Background: an optimization exercise with open tools, aiming at small area. Do not read the settings as production practice. The RTL was checked by simulation tests, not by an equivalence proof against the original design. Power is estimated from default activity; no workload was simulated.

`design/flow/design.v`:
```
module mkmif_spi(
                 input wire           clk,
                 input wire           reset_n,
                 output wire          spi_sclk,
                 output wire          spi_cs_n,
                 input wire           spi_do,
                 output wire          spi_di,
                 input wire           set,
                 input wire           start,
                 input wire [2 : 0]   length,
                 input wire [15 : 0]  divisor,
                 output wire          ready,
                 input wire [55 : 0]  wr_data,
                 output wire [31 : 0] rd_data
                );
  localparam CTRL_IDLE  = 2'h0;
  localparam CTRL_START = 2'h1;
  localparam CTRL_WAIT  = 2'h2;
  localparam CTRL_DONE  = 2'h3;
  reg          do_sample0_reg;
  reg          do_sample1_reg;
  reg          cs_n_reg;
  reg          cs_n_new;
  reg          cs_n_we;
  reg          ready_reg;
  reg          ready_new;
  reg          ready_we;
  reg [55 : 0] data_reg;
  reg [55 : 0] data_new;
  reg          data_set;
  reg          data_nxt;
  reg          data_we;
  reg          sclk_reg;
  reg          sclk_new;
  reg          sclk_rst;
  reg          sclk_en;
  reg          sclk_we;
  reg [15 : 0] clk_ctr_reg;
  reg [15 : 0] clk_ctr_new;
  reg          clk_ctr_we;
  reg  [5 : 0] bit_ctr_reg;
  reg  [5 : 0] bit_ctr_new;
  reg          bit_ctr_rst;
  reg          bit_ctr_inc;
  reg          bit_ctr_done;
  reg          bit_ctr_we;
  reg [2 : 0]  length_reg;
  reg          length_we;
  reg [15 : 0] divisor_reg;
  reg          divisor_we;
  reg  [1 : 0] spi_ctrl_reg;
  reg  [1 : 0] spi_ctrl_new;
  reg          spi_ctrl_we;
  assign spi_sclk = sclk_reg;
  assign spi_cs_n = cs_n_reg;
  assign spi_di   = data_reg[55];
  assign rd_data  = data_reg[31 : 0];
  assign ready    = ready_reg;
  always @ (posedge clk or negedge reset_n)
    begin
      if (!reset_n)
        begin
          do_sample0_reg <= 1'h0;
          do_sample1_reg <= 1'h0;
          cs_n_reg       <= 1'h1;
          ready_reg      <= 1'h0;
          length_reg     <= 3'h0;
          divisor_reg    <= 16'h0;
          data_reg       <= 56'h0;
          sclk_reg       <= 1'h0;
          clk_ctr_reg    <= 16'h0;
          bit_ctr_reg    <= 6'h0;
          spi_ctrl_reg   <= CTRL_IDLE;
        end
      else
        begin
          do_sample0_reg <= spi_do;
          do_sample1_reg <= do_sample0_reg;
          if (cs_n_we)
            cs_n_reg <= cs_n_new;
          if (ready_we)
            ready_reg <= ready_new;
          if (data_we)
            data_reg <= data_new;
          if (length_we)
            length_reg <= length;
          if (divisor_we)
            divisor_reg <= divisor;
          if (sclk_we)
            sclk_reg <= sclk_new;
          if (clk_ctr_we)
            clk_ctr_reg <= clk_ctr_new;
          if (bit_ctr_we)
            bit_ctr_reg <= bit_ctr_new;
          if (spi_ctrl_we)
            spi_ctrl_reg <= spi_ctrl_new;
        end
    end  
  always @*
    begin : data_gen
      data_new = 56'h0;
      data_we  = 0;
      if (data_set)
        begin
          data_new = wr_data;
          data_we  = 1;
        end
      if (data_nxt)
        begin
          data_new = {data_reg[54 : 0], do_sample1_reg};
          data_we  = 1;
        end
    end  
  always @*
    begin : sclk_gen
      sclk_new     = 0;
      sclk_we      = 0;
      clk_ctr_new  = 0;
      clk_ctr_we   = 0;
      data_nxt     = 0;
      bit_ctr_rst  = 0;
      bit_ctr_inc  = 0;
      if (sclk_rst)
        begin
          clk_ctr_new = 0;
          clk_ctr_we  = 1;
          bit_ctr_rst = 1;
          sclk_new    = 0;
          sclk_we     = 1;
        end
      if (sclk_en)
        begin
          if (clk_ctr_reg == divisor_reg)
            begin
              clk_ctr_new = 0;
              clk_ctr_we  = 1'b1;
              sclk_new    = ~sclk_reg;
              sclk_we     = 1;
              if (sclk_reg)
                begin
                  bit_ctr_inc = 1;
                  data_nxt    = 1;
                end
            end
          else
            begin
              clk_ctr_new = clk_ctr_reg + 1'b1;
              clk_ctr_we  = 1'b1;
            end
        end
    end  
  always @*
    begin : bit_ctr
      bit_ctr_new  = 6'h0;
      bit_ctr_we   = 1'b0;
      bit_ctr_done = 1'b0;
      if (bit_ctr_reg == {length_reg, 3'h0})
        bit_ctr_done = 1'b1;
      if (bit_ctr_rst)
        begin
          bit_ctr_new = 6'h0;
          bit_ctr_we  = 1'b1;
        end
      if (bit_ctr_inc)
        begin
          bit_ctr_new = bit_ctr_reg + 1'b1;
          bit_ctr_we  = 1'b1;
        end
    end  
  always @*
    begin : spi_ctrl
      sclk_en      = 0;
      sclk_rst     = 0;
      cs_n_new     = 1;
      cs_n_we      = 0;
      data_set     = 0;
      length_we    = 0;
      divisor_we   = 0;
      ready_new    = 0;
      ready_we     = 0;
      spi_ctrl_new = CTRL_IDLE;
      spi_ctrl_we  = 0;
      case (spi_ctrl_reg)
        CTRL_IDLE:
          begin
            ready_new = 1;
            ready_we  = 1;
            if (set)
              begin
                data_set   = 1;
                length_we  = 1;
                divisor_we = 1;
              end
            if (start)
              begin
                ready_new    = 0;
                ready_we     = 1;
                sclk_rst     = 1;
                spi_ctrl_new = CTRL_START;
                spi_ctrl_we  = 1;
              end
          end
        CTRL_START:
          begin
            cs_n_new    = 0;
            cs_n_we     = 1;
            spi_ctrl_new = CTRL_WAIT;
            spi_ctrl_we  = 1;
          end
        CTRL_WAIT:
          begin
            sclk_en = 1;
            if (bit_ctr_done)
              begin
                spi_ctrl_new = CTRL_DONE;
                spi_ctrl_we  = 1;
              end
          end
        CTRL_DONE:
          begin
            ready_new    = 1;
            ready_we     = 1;
            cs_n_new     = 1;
            cs_n_we      = 1;
            spi_ctrl_new = CTRL_IDLE;
            spi_ctrl_we  = 1;
          end
        default:
          begin
          end
      endcase  
    end  
endmodule  
module mkmif_core(
                  input wire           clk,
                  input wire           reset_n,
                  output wire          spi_sclk,
                  output wire          spi_cs_n,
                  input wire           spi_do,
                  output wire          spi_di,
                  input wire           read_op,
                  input wire           write_op,
                  input wire           init_op,
                  output wire          ready,
                  output wire          valid,
                  input wire [15 : 0]  sclk_div,
                  input wire [15 : 0]  addr,
                  input wire [31 : 0]  write_data,
                  output wire [31 : 0] read_data
                 );
  localparam SPI_READ_DATA_CMD    = 8'h03;
  localparam SPI_WRITE_DATA_CMD   = 8'h02;
  localparam SPI_READ_STATUS_CMD  = 8'h05;
  localparam SPI_WRITE_STATUS_CMD = 8'h01;
  localparam SEQ_MODE_NO_HOLD = 8'b01000001;
  localparam CTRL_IDLE        = 0;
  localparam CTRL_READY       = 1;
  localparam CTRL_READ        = 2;
  localparam CTRL_WRITE       = 3;
  localparam CTRL_INIT        = 4;
  localparam CTRL_OP_START    = 5;
  localparam CTRL_OP_WAIT     = 6;
  reg          ready_reg;
  reg          ready_new;
  reg          ready_we;
  reg          valid_reg;
  reg          valid_new;
  reg          valid_we;
  reg [31 : 0] read_data_reg;
  reg          read_data_we;
  reg [3 : 0]  mkmif_ctrl_reg;
  reg [3 : 0]  mkmif_ctrl_new;
  reg          mkmif_ctrl_we;
  wire [31 : 0] spi_read_data;
  reg  [55 : 0] spi_write_data;
  reg           spi_set;
  reg           spi_start;
  wire          spi_ready;
  reg   [2 : 0] spi_length;
  assign ready     = ready_reg;
  assign valid     = valid_reg;
  assign read_data = read_data_reg;
  mkmif_spi spi(
                .clk(clk),
                .reset_n(reset_n),
                .spi_sclk(spi_sclk),
                .spi_cs_n(spi_cs_n),
                .spi_do(spi_do),
                .spi_di(spi_di),
                .set(spi_set),
                .start(spi_start),
                .length(spi_length),
                .divisor(sclk_div),
                .ready(spi_ready),
                .wr_data(spi_write_data),
                .rd_data(spi_read_data)
               );
  always @ (posedge clk or negedge reset_n)
    begin
      if (!reset_n)
        begin
          ready_reg      <= 0;
          valid_reg      <= 0;
          read_data_reg  <= 32'h0;
          mkmif_ctrl_reg <= CTRL_IDLE;
        end
      else
        begin
          if (ready_we)
            ready_reg <= ready_new;
          if (valid_we)
            valid_reg <= valid_new;
          if (read_data_we)
            read_data_reg <= spi_read_data;
          if (mkmif_ctrl_we)
            mkmif_ctrl_reg <= mkmif_ctrl_new;
        end
    end  
  always @*
    begin : mkmif_ctrl
      spi_set        = 0;
      spi_start      = 0;
      spi_length     = 3'h0;
      spi_write_data = 56'h0;
      read_data_we   = 0;
      ready_new      = 0;
      ready_we       = 0;
      valid_new      = 0;
      valid_we       = 0;
      mkmif_ctrl_new = CTRL_IDLE;
      mkmif_ctrl_we  = 0;
      case (mkmif_ctrl_reg)
        CTRL_IDLE:
          begin
            mkmif_ctrl_new = CTRL_INIT;
            mkmif_ctrl_we  = 1;
          end
        CTRL_READY:
          begin
            ready_new = 1;
            ready_we  = 1;
            if (read_op)
              begin
                ready_new      = 0;
                ready_we       = 1;
                valid_new      = 0;
                valid_we       = 1;
                mkmif_ctrl_new = CTRL_READ;
                mkmif_ctrl_we  = 1;
              end
            if (write_op)
              begin
                ready_new      = 0;
                ready_we       = 1;
                mkmif_ctrl_new = CTRL_WRITE;
                mkmif_ctrl_we  = 1;
              end
            if (init_op)
              begin
                ready_new      = 0;
                ready_we       = 1;
                mkmif_ctrl_new = CTRL_INIT;
                mkmif_ctrl_we  = 1;
              end
          end
        CTRL_READ:
          begin
            spi_set        = 1;
            spi_write_data = {SPI_READ_DATA_CMD, addr, 32'h0};
            spi_length     = 3'h7;
            mkmif_ctrl_new = CTRL_OP_START;
            mkmif_ctrl_we  = 1;
          end
        CTRL_WRITE:
          begin
            spi_set        = 1;
            spi_write_data = {SPI_WRITE_DATA_CMD, addr, write_data};
            spi_length     = 3'h7;
            mkmif_ctrl_new = CTRL_OP_START;
            mkmif_ctrl_we  = 1;
          end
        CTRL_INIT:
          begin
            if (spi_ready)
              begin
                spi_set        = 1;
                spi_write_data = {SPI_WRITE_STATUS_CMD, SEQ_MODE_NO_HOLD, 40'h0};
                spi_length     = 3'h2;
                mkmif_ctrl_new = CTRL_OP_START;
                mkmif_ctrl_we  = 1;
              end
          end
        CTRL_OP_START:
          begin
            spi_start      = 1;
            mkmif_ctrl_new = CTRL_OP_WAIT;
            mkmif_ctrl_we  = 1;
          end
        CTRL_OP_WAIT:
          begin
            if (spi_ready)
              begin
                read_data_we   = 1;
                valid_new      = 1;
                valid_we       = 1;
                mkmif_ctrl_new = CTRL_READY;
                mkmif_ctrl_we  = 1;
              end
          end
        default:
          begin
          end
      endcase  
    end  
endmodule  
module mkmif(
             input wire           clk,
             input wire           reset_n,
             output wire          spi_sclk,
             output wire          spi_cs_n,
             input wire           spi_do,
             output wire          spi_di,
             input wire           cs,
             input wire           we,
             input wire  [7 : 0]  address,
             input wire  [31 : 0] write_data,
             output wire [31 : 0] read_data
            );
  localparam ADDR_NAME0       = 8'h00;
  localparam ADDR_NAME1       = 8'h01;
  localparam ADDR_VERSION     = 8'h02;
  localparam ADDR_CTRL        = 8'h08;
  localparam CTRL_READ_BIT    = 0;
  localparam CTRL_WRITE_BIT   = 1;
  localparam CTRL_INIT_BIT    = 2;
  localparam ADDR_STATUS      = 8'h09;
  localparam STATUS_READY_BIT = 0;
  localparam STATUS_VALID_BIT = 1;
  localparam ADDR_SCLK_DIV    = 8'h0a;
  localparam ADDR_EMEM_ADDR   = 8'h10;
  localparam ADDR_EMEM_DATA   = 8'h20;
  localparam DEFAULT_SCLK_DIV = 16'h0020;
  localparam CORE_NAME0   = 32'h6d6b6d69;  
  localparam CORE_NAME1   = 32'h66202020;  
  localparam CORE_VERSION = 32'h302e3130;  
  reg          read_op_reg;
  reg          read_op_new;
  reg          write_op_reg;
  reg          write_op_new;
  reg          init_op_reg;
  reg          init_op_new;
  reg [15 : 0] addr_reg;
  reg          addr_we;
  reg [15 : 0] sclk_div_reg;
  reg          sclk_div_we;
  reg [31 : 0] write_data_reg;
  reg          write_data_we;
  wire          core_ready;
  wire          core_valid;
  wire [31 : 0] core_read_data;
  reg [31 : 0]  tmp_read_data;
  assign read_data = tmp_read_data;
  mkmif_core core(
                  .clk(clk),
                  .reset_n(reset_n),
                  .spi_sclk(spi_sclk),
                  .spi_cs_n(spi_cs_n),
                  .spi_do(spi_do),
                  .spi_di(spi_di),
                  .read_op(read_op_reg),
                  .write_op(write_op_reg),
                  .init_op(init_op_reg),
                  .ready(core_ready),
                  .valid(core_valid),
                  .sclk_div(sclk_div_reg),
                  .addr(addr_reg),
                  .write_data(write_data_reg),
                  .read_data(core_read_data)
                 );
  always @ (posedge clk or negedge reset_n)
    begin
      if (!reset_n)
        begin
          read_op_reg    <= 1'h0;
          write_op_reg   <= 1'h0;
          init_op_reg    <= 1'h0;
          addr_reg       <= 16'h0;
          sclk_div_reg   <= DEFAULT_SCLK_DIV;
          write_data_reg <= 32'h0;
        end
      else
        begin
          read_op_reg  <= read_op_new;
          write_op_reg <= write_op_new;
          init_op_reg  <= init_op_new;
          if (sclk_div_we)
            sclk_div_reg <= write_data[15 : 0];
          if (addr_we)
            addr_reg <= write_data[15 : 0];
          if (write_data_we)
            write_data_reg <= write_data;
        end
    end  
  always @*
    begin : api
      read_op_new   = 0;
      write_op_new  = 0;
      init_op_new   = 0;
      addr_we       = 0;
      sclk_div_we   = 0;
      write_data_we = 0;
      tmp_read_data = 32'h00000000;
      if (cs)
        begin
          if (we)
            begin
              case (address)
                ADDR_CTRL:
                  begin
                    read_op_new  = write_data[CTRL_READ_BIT];
                    write_op_new = write_data[CTRL_WRITE_BIT];
                    init_op_new  = write_data[CTRL_INIT_BIT];
                  end
                ADDR_SCLK_DIV:
                  sclk_div_we = 1;
                ADDR_EMEM_ADDR:
                  addr_we = 1;
                ADDR_EMEM_DATA:
                  write_data_we = 1;
                default:
                  begin
                  end
              endcase  
            end  
          else
            begin
              case (address)
                ADDR_NAME0:
                  tmp_read_data = CORE_NAME0;
                ADDR_NAME1:
                  tmp_read_data = CORE_NAME1;
                ADDR_VERSION:
                  tmp_read_data = CORE_VERSION;
                ADDR_STATUS:
                    tmp_read_data = {30'h0, {core_valid, core_ready}};
                ADDR_SCLK_DIV:
                  tmp_read_data = {16'h0, sclk_div_reg};
                ADDR_EMEM_ADDR:
                  tmp_read_data = {16'h0, addr_reg};
                ADDR_EMEM_DATA:
                  begin
                    tmp_read_data = core_read_data;
                  end
                default:
                  begin
                  end
              endcase  
            end
        end
    end  
endmodule  
```
`design/flow/run.sh`:
```
#!/bin/bash
# synth_recipe.tcl (not shown) runs the flow's synth.tcl, then flattens the netlist and writes it again
# the make line also repeats each setting of config.mk as NAME=value (left out here)
make -C /OpenROAD-flow-scripts/flow DESIGN_CONFIG=/design/flow/config.mk WORK_HOME=/design/flow/orfs CLKGATE_MAP_FILE= SYNTH_SCRIPT=/design/flow/synth_recipe.tcl finish
```
`design/flow/config.mk`:
```
export PLATFORM = sky130hd
export DESIGN_NAME = mkmif
export DESIGN_NICKNAME = mkmif
export VERILOG_FILES = /design/flow/design.v
export SDC_FILE = /design/flow/constraint.sdc
export NUM_CORES = 4
export LEC_CHECK = 0
export CAP_MARGIN = 20
export CORE_MARGIN = 2
export CORE_UTILIZATION = 40
export SLEW_MARGIN = 20
```
`design/flow/constraint.sdc`:
```
create_clock -name core_clock -period 6.0 [get_ports {clk}]
set_input_delay 1.2000 -clock core_clock [delete_from_list [all_inputs] [get_ports {clk}]]
set_output_delay 1.2000 -clock core_clock [all_outputs]
set_load 0.01 [all_outputs]
```
==> reports/results.txt <==
Drt pass-1 iters - 6
Sw Ratio - 34.8%
P per Cell Area - 413 nW/um^2
Final Slew Violations - 0
Area Overhead vs Synth - 19.5%
Clk buf depth - 3
Hold EP - core.spi.do_sample1_reg
Minimum clock period - 5.52 ns
Number of flip-flops in the largest register - 56
CP Data Arrival Time - 4.32 ns
Global-route wire length before repair - 38.9 mm
Fin Clk Skew - 0.0118 ns
Max Freq - 181 MHz
Routed wire length - 24.1 mm
Syn. warnings - 3
Sequential share of power - 41.7%
Leak pwr - 0.00509 uW
Status - timing/DRC/antenna clean
Share of flip-flops with an asynchronous set or reset - 100%
Commonest non-fill, non-tap cells in the layout - 205 x dfrtp_1, 113 x mux2_2, 81 x a21oi_1, 78 x clkdlybuf4s50_1, 58 x a22oi_1
Post-Syn Nets - 889
CTS tree - done
CTS resizes - 0
Core Area - 23400 sq um
Slowest Stage Delay on Critical Path - 0.59 ns
Clk sinks - 207
Hold Crit Class - flip-flop to flip-flop
Layout cells sized above 1 - 20.4%
Synth cell types - 54
Number of max-cap violations - 0
Slew margin rel. - 32.8%
Worst endpoint required time - 4.80 ns
Worst slew pin tran - 1.01 ns
Post-synth EDFFs - 0
Worst VDD drop - 445 uV
Top cell type by total area after synthesis - dfrtp_1
Sw Pwr - 1630 uW
Vias per Instance - 5.55
Crit path cell chain - clkdlybuf4s50_1 > nor4_4 > buf_4 > nand3b_1 > nor3b_2 > o41ai_4 > buf_4 > a31oi_1 > clkdlybuf4s50_1
Number of diodes - 0
Clock power frac - 30.1%
Worst r2r src - core.spi.clk_ctr_reg[9]
Commonest non-fill, non-tap cell in the layout - dfrtp_1
Yosys reg bits - 207
R2r setup slk - 3.31 ns
Detailed-route via count - 6845
Worst r2r dst - core.spi.data_reg[0]
Fin nets - 950
DRC - 0
Pin count of the biggest net entering global routing - 161
Buf/Inv on CP - 4
Postcts setup bufs - 0
Rows - 56
Post-route ant nets - 0
Period utilization - 92.1%
Final hold violations - 0
Hold-fix buffers, CTS - 0
Routed WL per cell - 19.6 um
Slowest CP cell - clkdlybuf4s50_1
Top cells by area, synth - dfrtp_1 54%, mux2_2 13%, a22oi_1 4.6%
Port buffer count - 79
Seq/Total Area, Yosys - 54.5%
Top-area cell type share of the netlist area - 53.9%
GRT Overall Usage - 19.9%
Worst-Skew Late Latency - 0.51 ns
First-iteration detailed-routing DRC count - 489
Hold Path Stages - 0
Hpwl dp - 15.2 mm
CTS clk-pin slew, worst paths - 0.06 ns
Setup TNS - 0 ns
Worst path top cell family by delay - buffers and inverters
Crit end category - output pin
Synth Area per Inst - 11.4 sq um
Ports - 80
Die height - 158 um
Filler instances - 2173
RSZ-0062 raised after global routing - false
Num CTS Buffers - 24
R2r worst-path depth - 6
Gate power share - 28.1%
Die width - 158 um
Number of global-route vias before repair - 6918
Finish-stage setup viols - 0
Overall die area - 25000 sq um
Cell depth of the worst setup path - 9
CP Max Fanout - 16
Hold path startpoint - core.spi.do_sample0_reg
Worst Setup Start Kind - primary input
Mapped Area - 9520 sq um
Initial antenna violation count - 0
Internal power - 3060 uW
Syn Inst Count - 836
WS Path Type - primary input to output pin
Initial core utilization - 40.7%
RD Place Congestion - 0.761
Most used DFF post-synth - dfrtp_1
Root buf cell - clkbuf_16
Htree depth - 1
Finished Core Util - 48.6%
Grt ovf - 0
-- power by group through the flow --
stage,clock network [uW],registers (uW),logic (uW)
after global placement,0,1970,1310
after CTS,1450,1960,1330
after global routing,1510,2000,1460
final,1410,1960,1320
after detailed placement,0,1970,1320
after floorplan,0,1870,984
-- logic make-up after synthesis --
family | synth area share [%]
buf+inv | 3.43
compound gates | 13.7
mux | 14.7
flops | 54.5
fa+ha+maj | 1.05
simple gates | 10.8
xor+xnor | 1.93
-- through the flow --
| step | hold slack (ns) | worst slack [ns] | cells | area [sq um] | total power [uW] |
|---|---|---|---|---|---|
| after global placement | 0.335 | 0.508 | 1190 | 10600 | 3280 |
| after global routing | 0.349 | 0.342 | 1233 | 11400 | 4970 |
| after detailed placement | 0.336 | 0.468 | 1190 | 10600 | 3300 |
| after floorplan | 0.331 | 2.07 | 836 | 9520 | 2860 |
| after CTS | 0.344 | 0.479 | 1233 | 11400 | 4740 |
| final | 0.348 | 0.476 | 1233 | 11400 | 4700 |
-- worst max path at each step --
stage | from | endpoint | slack (ns)
floorplan | address[4] | read_data[13] | 2.07
global placement | address[4] | read_data[8] | 0.51
detailed placement | address[4] | read_data[13] | 0.47
CTS | address[4] | read_data[13] | 0.48
global route | address[4] | read_data[13] | 0.34
finish | address[4] | read_data[13] | 0.48
-- layer usage --
metal / vias to the layer above / track usage, % / routed length, um
li1: 3177 / - / -
met1: 3481 / 27.6 / 11000
met2: 167 / 33.5 / 11800
met3: 20 / 2.66 / 1080
met4: 0 / 4.08 / 270
met5: - / 0 / 0
-- cell usage after synthesis, types with 15 or more instances --
library cell    n
a21oi_1        81
inv_1          22
nor2_1         20
dfrtp_1       205
nand2_1        56
clkbuf_1       42
xor2_1         19
mux2_2        113
nor3_1         52
a22oi_1        58
a31oi_1        15
o21ai_0        17
nand3_1        15
-- layout make-up --
cell class / instances / area, sq um / share of cell area (%)
clock inverter: 9 / 78.8 / 0.693
clock buffer: 34 / 689 / 6.06
tap: 319 / 399 / 3.51
inverter: 22 / 82.6 / 0.726
multi-input combinational: 550 / 4030 / 35.5
timing repair buffer: 92 / 905 / 7.96
sequential: 207 / 5180 / 45.6

-- port drivers added, routing unchanged --
The flow's constraints put no driver on any port. The routed layout listed below was extracted and timed again, unchanged, in two steps.
Step 1, drivers: a clkbuf_16 drives clk and a buf_2 each remaining input, both assumed.
Step 2 also shifts input and output timing later by t, the mid clock arrival at the registers, as if the neighbouring blocks saw the same clock.
Three values: ideal, step 1, step 2; two values: the first two.
t (ns): 0.550
slack for setup (ns): 0.476 / 0.454 / 0.454
worst setup path after step 2: input to output
worst register clock-pin slew, ns: 0.06 / 0.06
After both steps setup and hold are still met in this run. For this run, drivers alone change the setup slack by -0.022 ns; drivers and shift together by -0.022 ns.
